This is an optimization exercise on Yosys and OpenROAD, whose aim is small area, not a production implementation. Function was checked by simulation only, so behaviour that the tests miss may differ from the original.

==> run a <==
==> flow/design.v <==
module Concatenate(
input [3:0] x10, x1,
output [6:0] out);
function [6:0] add7(input [6:0] a, input [6:0] b);
    integer i;
    reg c;
    begin
        c = 1'b0;
        for (i = 0; i < 7; i = i + 1) begin
            add7[i] = a[i] ^ b[i] ^ c;
            c = a[i] & b[i] | c & (a[i] ^ b[i]);
        end
    end
endfunction
assign out = add7(add7({2'b0, x10, 1'b0}, {3'b0, x1}), {x10[3:0], 3'b0});
endmodule
module Calc(
input clk,
input [3:0] A10, A1, B10, B1,
input [4:0] operation,
output reg [14:0] outRes
);
wire [6:0] A, B;
Concatenate first(A10, A1, A);
Concatenate second(B10, B1, B);
wire show = operation[0], add = operation[1], sub = operation[2],
     mul = operation[3], div = operation[4];
wire [6:0] Q;
divider quot(A, B, Q);
wire [6:0] M = ({7{mul}} & B) | ({7{show}} & 7'd100) | {6'd0, add | sub};
wire [7:0] S = ({8{show | add}} & {1'b0, B}) | ({8{sub}} & {1'b1, ~B}) | ({8{div}} & {1'b0, Q});
wire [14:0] X;
macc mac(A, M, S, sub, X);
always @(posedge clk)
    outRes <= {X[14:9] | {6{sub & ~X[8]}}, X[8] ^ sub, X[7:0]};
endmodule
module macc(input [6:0] A, M, input [7:0] S, input cin, output reg [14:0] X);
integer i, j;
reg c, a, b;
always @(*) begin
    X = {7'd0, S};
    for (i = 0; i < 7; i = i + 1) begin
        c = (i == 0) ? cin : 1'b0;
        for (j = i; j < 15; j = j + 1) begin
            a = X[j];
            b = (j - i < 7) ? (A[j - i] & M[i]) : 1'b0;
            X[j] = a ^ b ^ c;
            c = a & b | c & (a ^ b);
        end
    end
end
endmodule
module divider(input [6:0] A, B, output [6:0] Q);
integer i, j;
reg [6:0] rem, d, q;
reg hz, bo;
always @(*) begin
    rem = A;
    for (i = 6; i >= 0; i = i - 1) begin
        hz = 1'b1;
        for (j = 7 - i; j < 7; j = j + 1)
            hz = hz & ~B[j];
        bo = 1'b0;
        d = 7'd0;
        for (j = 0; j < 7 - i; j = j + 1) begin
            d[j] = rem[i + j] ^ B[j] ^ bo;
            bo = ~rem[i + j] & B[j] | ~(rem[i + j] ^ B[j]) & bo;
        end
        q[i] = hz & ~bo;
        for (j = 0; j < 7 - i; j = j + 1)
            if (q[i]) rem[i + j] = d[j];
    end
end
assign Q = q & {7{|B}};
endmodule
module breakDigits(
input [14:0] num,
input [1:0] sel,
output [3:0] digit
);
wire neg = num[14];
wire [6:0] nlow = ~num[6:0] + 7'd1;
wire [13:0] mag = neg ? {7'd0, nlow} : num[13:0];
function [3:0] add3(input [3:0] x);
    begin
        add3[3] = x[3] | x[2] & (x[1] | x[0]);
        add3[2] = x[2] & ~x[1] & ~x[0] | x[3] & x[0];
        add3[1] = ~x[2] & x[1] | x[2] & x[1] & x[0] | x[3] & ~x[0];
        add3[0] = ~x[3] & ~x[2] & x[0] | x[2] & x[1] & ~x[0] | x[3] & ~x[0];
    end
endfunction
function [15:0] bcd(input [13:0] n);
    integer i, j;
    begin
        bcd = 16'd0;
        for (i = 13; i >= 0; i = i - 1) begin
            for (j = 0; j < 4; j = j + 1)
                bcd[4*j +: 4] = add3(bcd[4*j +: 4]);
            bcd = {bcd[14:0], n[i]};
        end
    end
endfunction
wire [15:0] d = bcd(mag);
assign digit = (sel == 2'd3 && neg) ? 4'd10 : d[4*sel +: 4];
endmodule
module sevSeg(input [3:0] in, output reg [6:0] out);
    always @(*) begin
        case (in)
            4'd0: out = 7'b0000001;
            4'd1: out = 7'b1001111;
            4'd2: out = 7'b0010010;
            4'd3: out = 7'b0000110;
            4'd4: out = 7'b1001100;
            4'd5: out = 7'b0100100;
            4'd6: out = 7'b0100000;
            4'd7: out = 7'b0001111;
            4'd8: out = 7'b0000000;
            4'd9: out = 7'b0000100;
            default: out = 7'b1111110;
        endcase
    end
endmodule
module debouncer(input clk, inp, output out);
reg Qmeta, Qsynch;
reg [1:0] run;
always @(posedge clk) begin
    Qmeta <= inp;
    Qsynch <= Qmeta;
    run[0] <= Qsynch & (~run[0] | run[1]);
    run[1] <= Qsynch & (run[0] | run[1]);
end
assign out = run[1] & run[0];
endmodule
module risingEdge(input clk, rst, level, output z);
reg busy, edg;
always @(posedge clk or posedge rst) begin
    if (rst) begin
        busy <= 1'b0;
        edg <= 1'b0;
    end else begin
        busy <= level;
        edg <= level & ~busy;
    end
end
assign z = edg;
endmodule
module dbAndRise(
input clk, rst,
input [8:0] in,
output [8:0] out
);
wire [8:0] w;
debouncer d0(clk, in[0], w[0]);
risingEdge r0(clk, rst, w[0], out[0]);
debouncer d1(clk, in[1], w[1]);
risingEdge r1(clk, rst, w[1], out[1]);
debouncer d2(clk, in[2], w[2]);
risingEdge r2(clk, rst, w[2], out[2]);
debouncer d3(clk, in[3], w[3]);
risingEdge r3(clk, rst, w[3], out[3]);
assign out[7:4] = in[7:4];
debouncer d8(clk, in[8], w[8]);
risingEdge r8(clk, rst, w[8], out[8]);
endmodule
module modNum(
input clk, reset, enable,
output reg [3:0] count
);
wire [3:0] t;    
assign t[0] = enable;
assign t[1] = enable & count[0] & ~count[3];
assign t[2] = enable & count[0] & count[1];
assign t[3] = enable & count[0] & (count[3] | count[1] & count[2]);
always @(posedge clk, posedge reset) begin
    if (reset)
        count <= 4'd0;
    else
        count <= count ^ t;
end
endmodule
module handleNumberPresses(
input clk, reset,
input [3:0] But,
output [3:0] A10, A1, B10, B1
);
modNum modA10(clk, reset, But[0], A10);
modNum modA1(clk, reset, But[1], A1);
modNum modB10(clk, reset, But[2], B10);
modNum modB1(clk, reset, But[3], B1);
endmodule
module handleOperationPresses(
input [8:4] But,
output [4:0] operation);
wire show = But[8] | ~(But[4] | But[5] | But[6] | But[7]);
assign operation[0] = show;
assign operation[1] = ~But[8] & But[4];
assign operation[2] = ~But[8] & ~But[4] & But[5];
assign operation[3] = ~But[8] & ~But[4] & ~But[5] & But[6];
assign operation[4] = ~But[8] & ~But[4] & ~But[5] & ~But[6] & But[7];
endmodule
module clockDivider(
input clk, reset,
output [1:0] digitIndex
);
wire [4:0] count;
nBitCounter #(5, 5'd4) scan(clk, reset, count);
assign digitIndex = count[4:3];
endmodule
module nBitCounter #(parameter n = 2, parameter [n-1:0] init = 0)(
input clk, reset,
output reg [n-1:0] count);
always @(posedge clk, posedge reset) begin
    if (reset)
        count <= init;
    else
        count <= count + 1'b1;
end
endmodule
module digitalCalc(
input clk, rst,
input [8:0] in,
output reg [3:0] digitSelect,
output [7:0] out,
output signed [14:0] result
);
wire [8:0] But;
dbAndRise stabilize(clk, rst, in, But);
wire [3:0] A10, A1, B10, B1;
handleNumberPresses numberPresses(clk, rst, But[3:0], A10, A1, B10, B1);
wire [4:0] operation;
handleOperationPresses operand(But[8:4], operation);
Calc Calculator(clk, A10, A1, B10, B1, operation, result);
wire [1:0] twoCounter;
clockDivider selctDig(clk, rst, twoCounter);
wire [3:0] digit;
breakDigits to_break(result, twoCounter, digit);
wire [6:0] seg;
sevSeg decode(digit, seg);
assign out = {~(twoCounter == 2'b10), seg};
always @(*) begin
    case (twoCounter)
        2'b00: digitSelect = 4'b1110;
        2'b01: digitSelect = 4'b1101;
        2'b10: digitSelect = 4'b1011;
        default: digitSelect = 4'b0111;
    endcase
end
endmodule
==> flow/flow/run.sh <==
#!/bin/bash
# Own layout flow:
#  2. the same synthesis without Yosys's early "abc -fast" pass, kept only if its registers
#     (names and cell types) are exactly the standard synthesis's;
#  3. the combinational logic between the registers re-mapped by ABC for area (registers,
#     their names and cell types untouched);
#  4. the standard layout from floorplan to finish, with small port buffers and a clock
#     tree of small buffers.
# Each tool's output goes to a log file in this folder.
set -euo pipefail
W=$PWD
R=$W/orfs/results/$FLOW_PLATFORM/digitalCalc/base
L=$W/orfs/logs/$FLOW_PLATFORM/digitalCalc/base
LIB=$FLOW_HOME/platforms/$FLOW_PLATFORM/lib/sky130_fd_sc_hd__tt_025C_1v80.lib
YOSYS=${YOSYS_EXE:-$FLOW_HOME/../tools/install/yosys/bin/yosys}
[ -x "$YOSYS" ] || YOSYS=$(command -v yosys)
regs() { grep -E "^\s*sky130_fd_sc_hd__(df|dl|sdf|edf)" "$1" | awk '{print $1, $2}' | sort; }

# 1. standard synthesis
bash standard.sh synth > $W/log_synth_standard.txt 2>&1
cp $R/1_2_yosys.v $W/synth_standard.v
cp $L/1_2_yosys.log $W/log_yosys_standard.txt
regs $W/synth_standard.v > $W/regs_standard.txt

# 2. the same without the early abc pass
START=$W/synth_standard.v
if bash standard.sh clean_synth > $W/log_synth_noabc.txt 2>&1 &&
   SYNTH_ARGS=-noabc bash standard.sh synth >> $W/log_synth_noabc.txt 2>&1; then
    cp $R/1_2_yosys.v $W/synth_noabc.v
    regs $W/synth_noabc.v > $W/regs_noabc.txt
    if cmp -s $W/regs_standard.txt $W/regs_noabc.txt; then
        START=$W/synth_noabc.v
    fi
fi
echo "start netlist: $START" > $W/log_start.txt

# 3. re-map the combinational logic for area
python3 $W/flow/libfuncs.py $LIB $W/comb_cells.v > $W/log_libfuncs.txt 2>&1
DONTUSE=$(grep -o -- "-dont_use [A-Za-z0-9_]*" $W/log_yosys_standard.txt | sort -u | tr '\n' ' ')
cat > $W/area.abc <<'ABC'
strash
&get -n
&deepsyn -T 30 -S 2
&nf -R 1000
&put
strash
&get -n
&deepsyn -T 30
&nf -R 1000
&put
ABC
cat > $W/reopt.ys <<YS
read_verilog $W/comb_cells.v
read_liberty -lib -ignore_redef $LIB
read_verilog $START
hierarchy -top $FLOW_TOP
flatten -noscopeinfo
rename -hide w:* i:* o:* %u %d
techmap
opt -purge
abc -script $W/area.abc -liberty $LIB $DONTUSE
opt_clean -purge
setundef -zero
hilomap -singleton -hicell sky130_fd_sc_hd__conb_1 HI -locell sky130_fd_sc_hd__conb_1 LO
insbuf -buf sky130_fd_sc_hd__buf_1 A X
opt_clean -purge
stat -liberty $LIB
write_verilog -noattr -noexpr -nohex -nodec $W/synth_area.v
YS
$YOSYS -s $W/reopt.ys > $W/log_reopt.txt 2>&1
regs $W/synth_area.v > $W/regs_area.txt
cmp $W/regs_standard.txt $W/regs_area.txt
cp $W/synth_area.v $R/1_2_yosys.v
rm -f $R/1_synth.odb $R/1_synth.sdc

# 4. standard layout from the re-mapped netlist
export BUFFER_PORTS_ARGS="-buffer_cell sky130_fd_sc_hd__buf_1"
export CTS_ARGS="$(cat $W/flow/cts_args.txt)"
bash standard.sh > $W/log_layout.txt 2>&1
==> flow/flow/cts_args.txt <==
-sink_clustering_enable -repair_clock_nets -buf_list {sky130_fd_sc_hd__clkbuf_8} -root_buf sky130_fd_sc_hd__clkbuf_8 -sink_clustering_size 40 -sink_clustering_max_diameter 150 -dont_use_dummy_load
==> flow/flow/libfuncs.py <==
#!/usr/bin/env python3
"""Write Verilog models of the combinational cells of a liberty file (from their pin functions)."""
import re, sys
lib = open(sys.argv[1]).read()
out = []
pos = 0
def conv(f):
    f = f.strip().strip('"')
    f = f.replace('!', '~')
    # implicit AND: juxtaposed operands separated by space
    f = re.sub(r'(?<=[\w)])\s+(?=[\w(~])', ' & ', f)
    return f
for m in re.finditer(r'\n\s*cell\s*\(\s*"?([\w]+)"?\s*\)\s*\{', lib):
    name = m.group(1)
    # find the cell body by brace matching
    i = m.end(); depth = 1
    while depth:
        c = lib[i]
        if c == '{': depth += 1
        elif c == '}': depth -= 1
        i += 1
    body = lib[m.end():i]
    if re.search(r'\n\s*(ff|latch|statetable)\s*\(', body):
        continue
    pins = []
    for pm in re.finditer(r'\n\s*pin\s*\(\s*"?(\w+)"?\s*\)\s*\{', body):
        j = pm.end(); d = 1
        while d:
            c = body[j]
            if c == '{': d += 1
            elif c == '}': d -= 1
            j += 1
        pb = body[pm.end():j]
        dm = re.search(r'direction\s*:\s*"?(\w+)"?', pb)
        fm = re.search(r'\bfunction\s*:\s*"([^"]*)"', pb)
        pins.append((pm.group(1), dm.group(1) if dm else None, fm.group(1) if fm else None))
    outs = [p for p in pins if p[1] == 'output']
    ins = [p for p in pins if p[1] == 'input']
    if not outs or any(p[2] is None for p in outs):
        continue
    ports = [p[0] for p in ins] + [p[0] for p in outs]
    s = 'module %s(%s);\n' % (name, ', '.join(ports))
    for p in ins: s += '  input %s;\n' % p[0]
    for p in outs: s += '  output %s;\n  assign %s = %s;\n' % (p[0], p[0], conv(p[2]))
    s += 'endmodule\n'
    out.append(s)
open(sys.argv[2], 'w').write('\n'.join(out))
print(len(out), 'cells')
==> flow/standard.sh <==
#!/bin/bash
# synth_recipe.tcl (not shown) runs the flow's synth.tcl, then flattens the netlist and writes it again
# the make line also repeats each setting of config.mk as NAME=value (left out here)
make -C /OpenROAD-flow-scripts/flow DESIGN_CONFIG=/design/flow/config.mk WORK_HOME=/design/flow/orfs CLKGATE_MAP_FILE= SYNTH_SCRIPT=/design/flow/synth_recipe.tcl "${@:-finish}"
==> flow/config.mk <==
export PLATFORM = sky130hd
export DESIGN_NAME = digitalCalc
export DESIGN_NICKNAME = digitalCalc
export VERILOG_FILES = /design/flow/design.v
export SDC_FILE = /design/flow/constraint.sdc
export NUM_CORES = 4
export LEC_CHECK = 0
export ABC_AREA = 1
export CAP_MARGIN = 20
export CORE_MARGIN = 2
export CORE_UTILIZATION = 40
export GPL_TIMING_DRIVEN = 0
export PLACE_DENSITY = 0.6
export SLEW_MARGIN = 20
==> flow/constraint.sdc <==
create_clock -name core_clock -period 30.0 [get_ports {clk}]
set_input_delay 6.0000 -clock core_clock [delete_from_list [all_inputs] [get_ports {clk}]]
set_output_delay 6.0000 -clock core_clock [all_outputs]
set_load 0.01 [all_outputs]
==> run b: changes against run a <==
--- a/flow/design.v
+++ b/flow/design.v
@@ -83,23 +83,35 @@
 wire [13:0] mag = neg ? {7'd0, nlow} : num[13:0];
+function [13:0] base100(input [13:0] n);    
+    reg [6:0] h, l;
+    integer i;
+    begin
+        h = 7'd0;
+        l = 7'd0;
+        for (i = 13; i >= 0; i = i - 1) begin
+            if (l >= 7'd50) l = l + 7'd14;
+            {h, l} = {h[5:0], l, n[i]};
+        end
+        base100 = {h, l};
+    end
+endfunction
 function [3:0] add3(input [3:0] x);
+    case (x)
+    4'd5: add3 = 4'd8; 4'd6: add3 = 4'd9; 4'd7: add3 = 4'd10; 4'd8: add3 = 4'd11; 4'd9: add3 = 4'd12;
+    default: add3 = x;
+    endcase
+endfunction
+function [7:0] bcd7(input [6:0] x);    
+    integer i;
     begin
-        add3[3] = x[3] | x[2] & (x[1] | x[0]);
-        add3[2] = x[2] & ~x[1] & ~x[0] | x[3] & x[0];
-        add3[1] = ~x[2] & x[1] | x[2] & x[1] & x[0] | x[3] & ~x[0];
-        add3[0] = ~x[3] & ~x[2] & x[0] | x[2] & x[1] & ~x[0] | x[3] & ~x[0];
-    end
-endfunction
-function [15:0] bcd(input [13:0] n);
-    integer i, j;
-    begin
-        bcd = 16'd0;
-        for (i = 13; i >= 0; i = i - 1) begin
-            for (j = 0; j < 4; j = j + 1)
-                bcd[4*j +: 4] = add3(bcd[4*j +: 4]);
-            bcd = {bcd[14:0], n[i]};
-        end
-    end
-endfunction
-wire [15:0] d = bcd(mag);
-assign digit = (sel == 2'd3 && neg) ? 4'd10 : d[4*sel +: 4];
+        bcd7 = 8'd0;
+        for (i = 6; i >= 0; i = i - 1) begin
+            bcd7[3:0] = add3(bcd7[3:0]);
+            bcd7[7:4] = add3(bcd7[7:4]);
+            bcd7 = {bcd7[6:0], x[i]};
+        end
+    end
+endfunction
+wire [13:0] hl = base100(mag);
+wire [7:0] two = bcd7(sel[1] ? hl[13:7] : hl[6:0]);
+assign digit = (sel == 2'd3 && neg) ? 4'd10 : sel[0] ? two[7:4] : two[3:0];
 endmodule
@@ -128,6 +140,6 @@
     Qsynch <= Qmeta;
-    run[0] <= Qsynch & (~run[0] | run[1]);
+    run[0] <= Qsynch & ~run[1];
     run[1] <= Qsynch & (run[0] | run[1]);
 end
-assign out = run[1] & run[0];
+assign out = run[1] & ~run[0];
 endmodule
--- a/flow/flow/run.sh
+++ b/flow/flow/run.sh
@@ -36,21 +36,19 @@
 
-# 3. re-map the combinational logic for area
+# 3. re-map the combinational logic for area. Eight chains, four at a time, from the two start
+#    netlists; each chain runs ABC round after round (deep synthesis with a new seed, then area
+#    mapping) on its best netlist so far and keeps a round's result only if it is smaller. The
+#    smallest result whose registers match the standard synthesis's is kept.
 python3 $W/flow/libfuncs.py $LIB $W/comb_cells.v > $W/log_libfuncs.txt 2>&1
 DONTUSE=$(grep -o -- "-dont_use [A-Za-z0-9_]*" $W/log_yosys_standard.txt | sort -u | tr '\n' ' ')
-cat > $W/area.abc <<'ABC'
-strash
-&get -n
-&deepsyn -T 30 -S 2
-&nf -R 1000
-&put
-strash
-&get -n
-&deepsyn -T 30
-&nf -R 1000
-&put
-ABC
-cat > $W/reopt.ys <<YS
+ROUNDS=${REOPT_ROUNDS:-5}
+round() {  # round IN OUT SEED TAG
+    local k
+    : > $W/area_$4.abc
+    for k in 1 2 3; do
+        printf 'strash\n&get -n\n&deepsyn -T 30 -S %s\n&nf -p -a -F 8 -A 4 -R 1000\n&put\n' $(( ($3 * 3 + k) % 101 )) >> $W/area_$4.abc
+    done
+    cat > $W/reopt_$4.ys <<YS
 read_verilog $W/comb_cells.v
 read_liberty -lib -ignore_redef $LIB
-read_verilog $START
+read_verilog $1
 hierarchy -top $FLOW_TOP
@@ -60,3 +58,3 @@
 opt -purge
-abc -script $W/area.abc -liberty $LIB $DONTUSE
+abc -script $W/area_$4.abc -liberty $LIB $DONTUSE
 opt_clean -purge
@@ -66,8 +64,33 @@
 opt_clean -purge
-stat -liberty $LIB
-write_verilog -noattr -noexpr -nohex -nodec $W/synth_area.v
+tee -q -o $W/area_$4.txt stat -liberty $LIB
+write_verilog -noattr -noexpr -nohex -nodec $2
 YS
-$YOSYS -s $W/reopt.ys > $W/log_reopt.txt 2>&1
-regs $W/synth_area.v > $W/regs_area.txt
-cmp $W/regs_standard.txt $W/regs_area.txt
+    $YOSYS -s $W/reopt_$4.ys > $W/log_reopt_$4.txt 2>&1 || return 1
+    regs $2 | cmp -s $W/regs_standard.txt - || return 1
+    grep "Chip area" $W/area_$4.txt | awk '{print $NF}'
+}
+chain() {  # chain NAME START SEEDBASE
+    local best=$2 besta=1e99 k a
+    for k in $(seq 1 $ROUNDS); do
+        if a=$(round $best $W/try_$1_$k.v $(( $3 + k )) $1_$k); then
+            echo "$1 round $k: $a" >> $W/log_chain_$1.txt
+            if python3 -c "import sys; sys.exit(0 if $a < $besta else 1)"; then best=$W/try_$1_$k.v; besta=$a; fi
+        fi
+    done
+    echo "$besta $best" > $W/best_$1.txt
+}
+chain a $START 10 &
+chain b $START 20 &
+chain c $W/synth_standard.v 30 &
+chain d $START 40 &
+wait
+chain e $START 50 &
+chain f $W/synth_standard.v 60 &
+chain g $START 70 &
+chain h $W/synth_standard.v 80 &
+wait
+sort -g $W/best_?.txt > $W/log_best.txt
+BEST=$(head -1 $W/log_best.txt | awk '{print $2}')
+echo "best: $(head -1 $W/log_best.txt)" >> $W/log_start.txt
+cp $BEST $W/synth_area.v
 cp $W/synth_area.v $R/1_2_yosys.v
==> flow/flow/cts_args.txt (replaced) <==
-sink_clustering_enable -repair_clock_nets -buf_list {sky130_fd_sc_hd__clkbuf_4} -root_buf sky130_fd_sc_hd__clkbuf_4 -sink_clustering_size 7 -sink_clustering_max_diameter 60 -dont_use_dummy_load
--- a/flow/config.mk
+++ b/flow/config.mk
@@ -8,3 +8,3 @@
 export ABC_AREA = 1
-export CAP_MARGIN = 20
+export CAP_MARGIN = 0
 export CORE_MARGIN = 2
@@ -13,2 +13,2 @@
 export PLACE_DENSITY = 0.6
-export SLEW_MARGIN = 20
+export SLEW_MARGIN = 0
==> run c: changes against run a <==
--- a/flow/design.v
+++ b/flow/design.v
@@ -83,23 +83,35 @@
 wire [13:0] mag = neg ? {7'd0, nlow} : num[13:0];
+function [13:0] base100(input [13:0] n);    
+    reg [6:0] h, l;
+    integer i;
+    begin
+        h = 7'd0;
+        l = 7'd0;
+        for (i = 13; i >= 0; i = i - 1) begin
+            if (l >= 7'd50) l = l + 7'd14;
+            {h, l} = {h[5:0], l, n[i]};
+        end
+        base100 = {h, l};
+    end
+endfunction
 function [3:0] add3(input [3:0] x);
+    case (x)
+    4'd5: add3 = 4'd8; 4'd6: add3 = 4'd9; 4'd7: add3 = 4'd10; 4'd8: add3 = 4'd11; 4'd9: add3 = 4'd12;
+    default: add3 = x;
+    endcase
+endfunction
+function [7:0] bcd7(input [6:0] x);    
+    integer i;
     begin
-        add3[3] = x[3] | x[2] & (x[1] | x[0]);
-        add3[2] = x[2] & ~x[1] & ~x[0] | x[3] & x[0];
-        add3[1] = ~x[2] & x[1] | x[2] & x[1] & x[0] | x[3] & ~x[0];
-        add3[0] = ~x[3] & ~x[2] & x[0] | x[2] & x[1] & ~x[0] | x[3] & ~x[0];
-    end
-endfunction
-function [15:0] bcd(input [13:0] n);
-    integer i, j;
-    begin
-        bcd = 16'd0;
-        for (i = 13; i >= 0; i = i - 1) begin
-            for (j = 0; j < 4; j = j + 1)
-                bcd[4*j +: 4] = add3(bcd[4*j +: 4]);
-            bcd = {bcd[14:0], n[i]};
-        end
-    end
-endfunction
-wire [15:0] d = bcd(mag);
-assign digit = (sel == 2'd3 && neg) ? 4'd10 : d[4*sel +: 4];
+        bcd7 = 8'd0;
+        for (i = 6; i >= 0; i = i - 1) begin
+            bcd7[3:0] = add3(bcd7[3:0]);
+            bcd7[7:4] = add3(bcd7[7:4]);
+            bcd7 = {bcd7[6:0], x[i]};
+        end
+    end
+endfunction
+wire [13:0] hl = base100(mag);
+wire [7:0] two = bcd7(sel[1] ? hl[13:7] : hl[6:0]);
+assign digit = (sel == 2'd3 && neg) ? 4'd10 : sel[0] ? two[7:4] : two[3:0];
 endmodule
--- a/flow/flow/run.sh
+++ b/flow/flow/run.sh
@@ -36,21 +36,19 @@
 
-# 3. re-map the combinational logic for area
+# 3. re-map the combinational logic for area. Four chains run in parallel (two from each start
+#    netlist); each chain runs ABC round after round (deep synthesis with a new seed, then area
+#    mapping) on its best netlist so far and keeps a round's result only if it is smaller. The
+#    smallest result whose registers match the standard synthesis's is kept.
 python3 $W/flow/libfuncs.py $LIB $W/comb_cells.v > $W/log_libfuncs.txt 2>&1
 DONTUSE=$(grep -o -- "-dont_use [A-Za-z0-9_]*" $W/log_yosys_standard.txt | sort -u | tr '\n' ' ')
-cat > $W/area.abc <<'ABC'
-strash
-&get -n
-&deepsyn -T 30 -S 2
-&nf -R 1000
-&put
-strash
-&get -n
-&deepsyn -T 30
-&nf -R 1000
-&put
-ABC
-cat > $W/reopt.ys <<YS
+ROUNDS=${REOPT_ROUNDS:-3}
+round() {  # round IN OUT SEED TAG
+    local k
+    : > $W/area_$4.abc
+    for k in 1 2 3; do
+        printf 'strash\n&get -n\n&deepsyn -T 30 -S %s\n&nf -R 1000\n&put\n' $(( $3 * 10 + k )) >> $W/area_$4.abc
+    done
+    cat > $W/reopt_$4.ys <<YS
 read_verilog $W/comb_cells.v
 read_liberty -lib -ignore_redef $LIB
-read_verilog $START
+read_verilog $1
 hierarchy -top $FLOW_TOP
@@ -60,3 +58,3 @@
 opt -purge
-abc -script $W/area.abc -liberty $LIB $DONTUSE
+abc -script $W/area_$4.abc -liberty $LIB $DONTUSE
 opt_clean -purge
@@ -66,8 +64,28 @@
 opt_clean -purge
-stat -liberty $LIB
-write_verilog -noattr -noexpr -nohex -nodec $W/synth_area.v
+tee -q -o $W/area_$4.txt stat -liberty $LIB
+write_verilog -noattr -noexpr -nohex -nodec $2
 YS
-$YOSYS -s $W/reopt.ys > $W/log_reopt.txt 2>&1
-regs $W/synth_area.v > $W/regs_area.txt
-cmp $W/regs_standard.txt $W/regs_area.txt
+    $YOSYS -s $W/reopt_$4.ys > $W/log_reopt_$4.txt 2>&1 || return 1
+    regs $2 | cmp -s $W/regs_standard.txt - || return 1
+    grep "Chip area" $W/area_$4.txt | awk '{print $NF}'
+}
+chain() {  # chain NAME START SEEDBASE
+    local best=$2 besta=1e99 k a
+    for k in $(seq 1 $ROUNDS); do
+        if a=$(round $best $W/try_$1_$k.v $(( $3 + k )) $1_$k); then
+            echo "$1 round $k: $a" >> $W/log_chain_$1.txt
+            if python3 -c "import sys; sys.exit(0 if $a < $besta else 1)"; then best=$W/try_$1_$k.v; besta=$a; fi
+        fi
+    done
+    echo "$besta $best" > $W/best_$1.txt
+}
+chain a $START 100 &
+chain b $START 200 &
+chain c $W/synth_standard.v 300 &
+chain d $W/synth_standard.v 400 &
+wait
+sort -g $W/best_?.txt > $W/log_best.txt
+BEST=$(head -1 $W/log_best.txt | awk '{print $2}')
+echo "best: $(head -1 $W/log_best.txt)" >> $W/log_start.txt
+cp $BEST $W/synth_area.v
 cp $W/synth_area.v $R/1_2_yosys.v
==> flow/flow/cts_args.txt (replaced) <==
-sink_clustering_enable -repair_clock_nets -buf_list {sky130_fd_sc_hd__clkbuf_4} -root_buf sky130_fd_sc_hd__clkbuf_4 -dont_use_dummy_load
--- a/flow/config.mk
+++ b/flow/config.mk
@@ -8,3 +8,3 @@
 export ABC_AREA = 1
-export CAP_MARGIN = 20
+export CAP_MARGIN = 0
 export CORE_MARGIN = 2
@@ -13,2 +13,2 @@
 export PLACE_DENSITY = 0.6
-export SLEW_MARGIN = 20
+export SLEW_MARGIN = 0
==> run summary <==
status complete, no violations; First DRT Iteration DRCs 263; wire length per cell between 10 and 15 µm; GR Util met1 0.215; Non-clk bufs 39
(the above is from run a)
==> run summary <==
non-clock inverter count 22; First DRT Iteration DRCs 270; Non-clk bufs 39; status complete, no violations; wire length per cell 13.2 µm; GR Util met1 0.208
(the above is from run b)
==> run summary <==
share of cell area taken by multi-input logic gates 0.656; status complete, no violations; GR Util met1 0.214; Non-clk bufs 38; First DRT Iteration DRCs 255; I/O Buffers 37; wire length per cell 13.3 µm
(the above is from run c)

port drivers added, routing unchanged:
In the flow no input, the clock included, has a driving cell. The finished layouts below were timed again as built, in two steps. Step 1: set_driving_cell puts a clkbuf_16 on clk and a buf_2 on each other input, an assumption about the parent block. Step 2 adds t to the input delays and takes it off the output delays; t is the mean of the earliest and latest rising clock arrival at the registers after step 1. Input paths then give back, and output paths get back, about the clock's delay inside the block. Slacks: no drivers / after step 1 / after step 2; pairs: no drivers / after step 1.
| run | t (ns) | slack for setup (ns) | slew at the worst register clock pin (ns) | cell pins on the clock port's net |
|---|---|---|---|---|
| run a | 0.371 | 12.007 / 12.007 / 12.007 | 0.07 / 0.07 | 1 |
| run b | 0.419 | 11.703 / 11.671 / 11.755 | 0.10 / 0.10 | 1 |
| run c | 0.428 | 9.721 / 9.691 / 10.120 | 0.11 / 0.11 | 1 |
After both steps every run listed still meets setup and hold.
